Context: an optimization exercise on an open-source flow, tuned for a short achievable clock period and few clock cycles. The choices shown serve that exercise and are no tape-out recipe.
At most, simulation tests tie the RTL to the original design; equivalence was not proved.
Power and IR drop assume default switching activity.

== run 1 ==
## cpu_pipeline
module cpu_pipeline (
    input clk,           
    input rst_n,         
    output [31:0] imem_addr,     
    input  [31:0] imem_rdata,    
    output [31:0] dmem_addr,     
    output [31:0] dmem_wdata,    
    output        dmem_we,       
    input  [31:0] dmem_rdata     
);
Size in the first run: about 11000 cells after synthesis, ~160 I/O pins, roughly 110000 um^2 of cells after synthesis.
export LEC_CHECK = 0
export CAP_MARGIN = 40
export CORE_MARGIN = 2
export CORE_UTILIZATION = 40
export CTS_CLUSTER_DIAMETER = 100
export CTS_CLUSTER_SIZE = 20
export PLACE_DENSITY = 0.6
export SETUP_SLACK_MARGIN = 5
export SLEW_MARGIN = 40
create_clock -name core_clock -period 13.0 [get_ports {clk}]
standard.sh (not shown) runs the stock make flow with config.mk's settings and CLKGATE_MAP_FILE= SYNTH_SCRIPT=/design/flow/synth_recipe.tcl, a recipe that flattens the netlist after the stock synthesis.
==> flow/flow/run.sh <==
#!/bin/bash
# Layout flow: the standard flow (standard.sh: ORFS with the standard
# synthesis), with two changes to how the layout is made; the constraints
# (constraint.sdc) are unchanged:
#  - timing repair aims at a larger setup slack margin, so that it works
#    towards the period the design can reach rather than the design's 13 ns;
#  - after global placement, flow/outbuf.tcl moves each output port's buffer
#    next to the register that feeds it (detailed placement legalizes it).
# Each tool's log is in orfs/logs/; make's own output is in flow_make.log.
set -euo pipefail
MARGIN=${MARGIN:-9.1}
sed -e "s|SETUP_SLACK_MARGIN=[-0-9.]*|SETUP_SLACK_MARGIN=$MARGIN POST_GLOBAL_PLACE_TCL=$PWD/flow/outbuf.tcl|" standard.sh > standard_margin.sh
grep -q "SETUP_SLACK_MARGIN=$MARGIN" standard_margin.sh
bash standard_margin.sh finish > flow_make.log 2>&1
==> flow/flow/outbuf.tcl <==
# Move the buffer of each output port, and any inverter or buffer between
# it and the register that feeds it, next to that register, so that the
# buffer, not the register, drives the wire to the pin. Detailed placement
# legalizes the moved cells afterwards.
proc outbuf_driver {inst} {
  foreach it [$inst getITerms] {
    if {[$it isInputSignal] && [$it getNet] != "NULL"} {
      foreach jt [[$it getNet] getITerms] {
        if {[$jt isOutputSignal]} { return [$jt getInst] }
      }
    }
  }
  return ""
}
proc outbuf_is_single {inst} {
  set n 0
  foreach it [$inst getITerms] {
    if {[$it isInputSignal] && [$it getNet] != "NULL"} { incr n }
  }
  set m [[$inst getMaster] getName]
  return [expr {$n == 1 && [regexp {__(inv|buf|clkbuf|clkinv)_} $m]}]
}
set block [ord::get_db_block]
set moved 0
foreach bterm [$block getBTerms] {
  if {[$bterm getIoType] != "OUTPUT"} { continue }
  set net [$bterm getNet]
  if {$net == "NULL"} { continue }
  set buf ""
  foreach it [$net getITerms] {
    if {[$it isOutputSignal]} { set buf [$it getInst] }
  }
  if {$buf == ""} { continue }
  set chain [list $buf]
  set src [outbuf_driver $buf]
  while {$src != "" && [outbuf_is_single $src] && [llength $chain] < 4} {
    lappend chain $src
    set src [outbuf_driver $src]
  }
  if {$src == ""} { continue }
  set loc [$src getLocation]
  foreach c $chain {
    $c setLocation [lindex $loc 0] [lindex $loc 1]
    incr moved
  }
}
puts "outbuf: moved $moved cells next to the registers that drive the outputs"
Setup changes, run 1 to run 2
- swapping 40 for 45 in CORE_UTILIZATION
- swapping 0.6 for 0.62 in PLACE_DENSITY
--- a/flow/flow/run.sh
+++ b/flow/flow/run.sh
@@ -9,5 +9,5 @@
 # Each tool's log is in orfs/logs/; make's own output is in flow_make.log.
 set -euo pipefail
-MARGIN=${MARGIN:-9.1}
+MARGIN=${MARGIN:-9}
 sed -e "s|SETUP_SLACK_MARGIN=[-0-9.]*|SETUP_SLACK_MARGIN=$MARGIN POST_GLOBAL_PLACE_TCL=$PWD/flow/outbuf.tcl|" standard.sh > standard_margin.sh
 grep -q "SETUP_SLACK_MARGIN=$MARGIN" standard_margin.sh
Notes after the runs:
- Status: sequential cell count parity (run 1, run 2)
- Going from run 1 to run 2, worst setup slack shrinks by 0.075 ns.
- Summary of run 2 over run 1: number of buffers added for setup after CTS -about 43%; number of tap cells added at floorplan fell by 11%.
- Between run 1 and run 2, the flow reports routed wire length decreasing by a few percent.
- Sort run 1 and run 2 by critical path depth in cells, ascending, and run 1 comes first.
Edits applied to the flow inputs when going from run 2 to run 3:
- CORE_UTILIZATION now 40, was 45
- PLACE_DENSITY now 0.6, was 0.62
==> comparison <==
Proportion of cell area occupied by multi-input gates delta for run 3 relative to run 2: 0.26 points lower
As far as synthesized area per cell goes, run 3 and run 2 are indistinguishable; the numbers are identical.
Wire: run 3 routes more than run 2
Run 3 vs. run 2: design area went up by 480 um^2.
Run 2 reports its capturing instance or port of the critical path as pc[30]$_DFF_PN0_ while run 3 reports imem_addr[31].
Between run 2 and run 3, the flow reports power in combinational cells decreasing slightly.
For the global-route wire length before repair, run 3 came in about 1.8% higher than run 2 did.
Taking run 2 as the reference, in run 3 post-layout total power increased about 0.8%; final worst slack shows an increase of 0.087 ns.
Between run 3 and run 2, the minimum period implied by the final worst setup slack is higher for run 2.
Function was not checked in any run of this note: the RTL went through the layout flow alone.


== v11 ==
Another version of the RTL of cpu_pipeline (not shown whole).
Size: about 11000 cells after synthesis, ~2300 flip-flops, ~0.12 mm2 of cells after synthesis.
// cpu_pipeline
module cpu_pipeline (
    input clk,           
    input rst_n,         
    output [31:0] imem_addr,     
    input  [31:0] imem_rdata,    
    output [31:0] dmem_addr,     
    output [31:0] dmem_wdata,    
    output        dmem_we,       
    input  [31:0] dmem_rdata     
);
Settings: LEC_CHECK=0, CAP_MARGIN=40, CORE_MARGIN=2, CORE_UTILIZATION=40, CTS_CLUSTER_DIAMETER=100, CTS_CLUSTER_SIZE=20, PLACE_DENSITY=0.6, SETUP_SLACK_MARGIN=5, SLEW_MARGIN=40; clock period 13.0 ns.
==> flow/flow/run.sh <==
#!/bin/bash
# Layout flow: the standard flow (standard.sh: ORFS with the standard
# synthesis), with two changes to how the layout is made; the constraints
# (constraint.sdc) are unchanged:
#  - timing repair aims at a larger setup slack margin, so that it works
#    towards the period the design can reach rather than the design's 13 ns;
#  - after global placement, flow/outbuf.tcl moves each output port's buffer
#    next to the register that feeds it (detailed placement legalizes it).
# Each tool's log is in orfs/logs/; make's own output is in flow_make.log.
set -euo pipefail
MARGIN=${MARGIN:-9.2}
sed -e "s|SETUP_SLACK_MARGIN=[-0-9.]*|SETUP_SLACK_MARGIN=$MARGIN POST_GLOBAL_PLACE_TCL=$PWD/flow/outbuf.tcl|" standard.sh > standard_margin.sh
grep -q "SETUP_SLACK_MARGIN=$MARGIN" standard_margin.sh
bash standard_margin.sh finish > flow_make.log 2>&1
Scripts as last shown in full above: flow/flow/outbuf.tcl
v11 finished every step from synthesis to the final layout, and the layout passed the timing, design-rule and antenna checks.
Testbench counts of v11, summed over its fixed seeds: cycles 254,461.
[inputs] v42 vs v11
Settings: GPL_ROUTABILITY_DRIVEN now 0, previously not set.
diff --git a/flow/flow/run.sh b/flow/flow/run.sh
--- a/flow/flow/run.sh
+++ b/flow/flow/run.sh
@@ -11 +11 @@
-MARGIN=${MARGIN:-9.2}
+MARGIN=${MARGIN:-9}
==> comparison <==
- Taking v11 as the reference, in v42 portion of total power attributed to sequential cells saw an increase; non-clock buffer count saw a decrease; total power consumption of the routed design saw a decrease; initial antenna violation count saw a decrease; highest clock rate saw an increase.
- Summary of v42 over v11: final worst setup slack rose 0.059 ns; non-clock buffer share of cell area decreased 0.88 points; power in combinational cells shows a reduction of about 3%; remaining max-slew budget at the tightest pin decreased by 2.5 points relative to the old numbers; final cell count decreased by 0.60% relative to the old numbers.
## Diff of input files: v34 against v42
Settings: GPL_ROUTABILITY_DRIVEN removed (was 0).
--- outcome ---
From v34 to v42, flip-flop and latch count did not move at all. In the metrics for v42 and v34, the one carrying the lower combinational cell fraction of total power is v34. Wire length reported by the detailed router, v42 and v34: higher on v34. Between v42 and v34, the difference in clock group share of total power is negligible. Any difference in total instance count after detailed placement between v42 and v34 is small enough to ignore. Compared with v42, v34 supports a lower clock frequency. v34 vs v42, number of cells on the critical path went up by 1. Layout buffer count excluding clock buffers came out lower on v34 than on v42. Between v42 and v34, the number of combinational gates with multiple inputs figures differ only marginally. Between v42 and v34, the final area figures differ only marginally. Going from v42 to v34, clock power grows by about 0.8%.


## run A
cpu_pipeline, a different RTL version from the one above (not shown whole).
For scale: about 10,000 cells after synthesis, roughly 0.11 mm2 of cells after synthesis.
clock: 13.0 ns
lec_check: 0
abc_clock_period_in_ps: 3500
cap_margin: 20
core_margin: 2
core_utilization: 40
place_density: 0.6
setup_slack_margin: 5
slew_margin: 20
==> flow/flow/run.sh <==
#!/bin/bash
set -euo pipefail
MARGIN=${MARGIN:-9}
sed -e "s/SETUP_SLACK_MARGIN=[-0-9.]*/SETUP_SLACK_MARGIN=$MARGIN/" standard.sh > standard_margin.sh
grep -q "SETUP_SLACK_MARGIN=$MARGIN" standard_margin.sh
bash standard_margin.sh finish > flow_make.log 2>&1
Input changes introduced in run B (baseline for comparison: run A):
==> flow/run.sh (new file) <==
#!/bin/bash
# synth_recipe.tcl (not shown) runs the flow's synth.tcl, then flattens the netlist and writes it again
# the make line also repeats each setting of config.mk as NAME=value (left out here)
make -C /OpenROAD-flow-scripts/flow DESIGN_CONFIG=/design/flow/config.mk WORK_HOME=/design/flow/orfs CLKGATE_MAP_FILE= SYNTH_SCRIPT=/design/flow/synth_recipe.tcl finish
removed: flow/flow/run.sh
removed: flow/standard.sh
Findings:
In the flow results for run B and run A, the worst-case setup margin in the final layout is smaller on run B.
The clock-buffer cell count in run B is 1.11 times that in run A.
Portion of total power attributed to the clock network came out lower on run B than on run A.
Looking at area used by multi-input combinational logic, run B sits about 2% below run A.
~same antenna violation net count after detailed routing in run B and run A
From run A to run B the numbers moved as follows: smallest hold slack roughly the same; combinational power share shows a reduction of 2.7 points.
Post-layout minimum cycle time | run B above run A
Run B ended with every stage complete and zero timing, DRC or antenna violations.
No functional check of the RTL was part of any run of this note.

afterwards: timing with drivers on the ports:
In the flow no input, the clock included, has a driving cell. The finished layouts below were timed again as built, in two steps. Step 1: set_driving_cell puts a clkbuf_16 on clk and a buf_2 on each other input, an assumption about the parent block. Step 2 moves the port delays by t, midway between the first and last clock arrival at a register: inputs arrive t later, outputs are due t later. That takes back most of the time a late clock gives input paths. a / b / c = ideal ports / drivers / drivers and shift; a / b = the first two.
run | t (ns) | setup WS [ns] | pins driven straight from the clock port
run 1 | 0.924 | 8.972 / 8.888 / 8.234 | 1
run 2 | 0.933 | 8.897 / 8.891 / 8.067 | 1
run 3 | 0.936 | 8.985 / 8.891 / 8.083 | 1
v11 | 0.940 | 8.913 / 8.822 / 8.022 | 1
v42 | 0.942 | 8.971 / 8.872 / 8.128 | 1
v34 | 0.931 | 8.951 / 8.857 / 8.104 | 1
run A | 1.030 | 8.636 / 8.534 / 8.678 | 1
run B | 0.986 | 7.677 / 7.581 / 7.904 | 1
After both steps setup and hold are still met in every run listed. The setup slack of run 3, which loses most, moves by -0.094 ns with the drivers and by -0.902 ns with both steps. The worst setup slack also covers recovery checks on asynchronous resets.
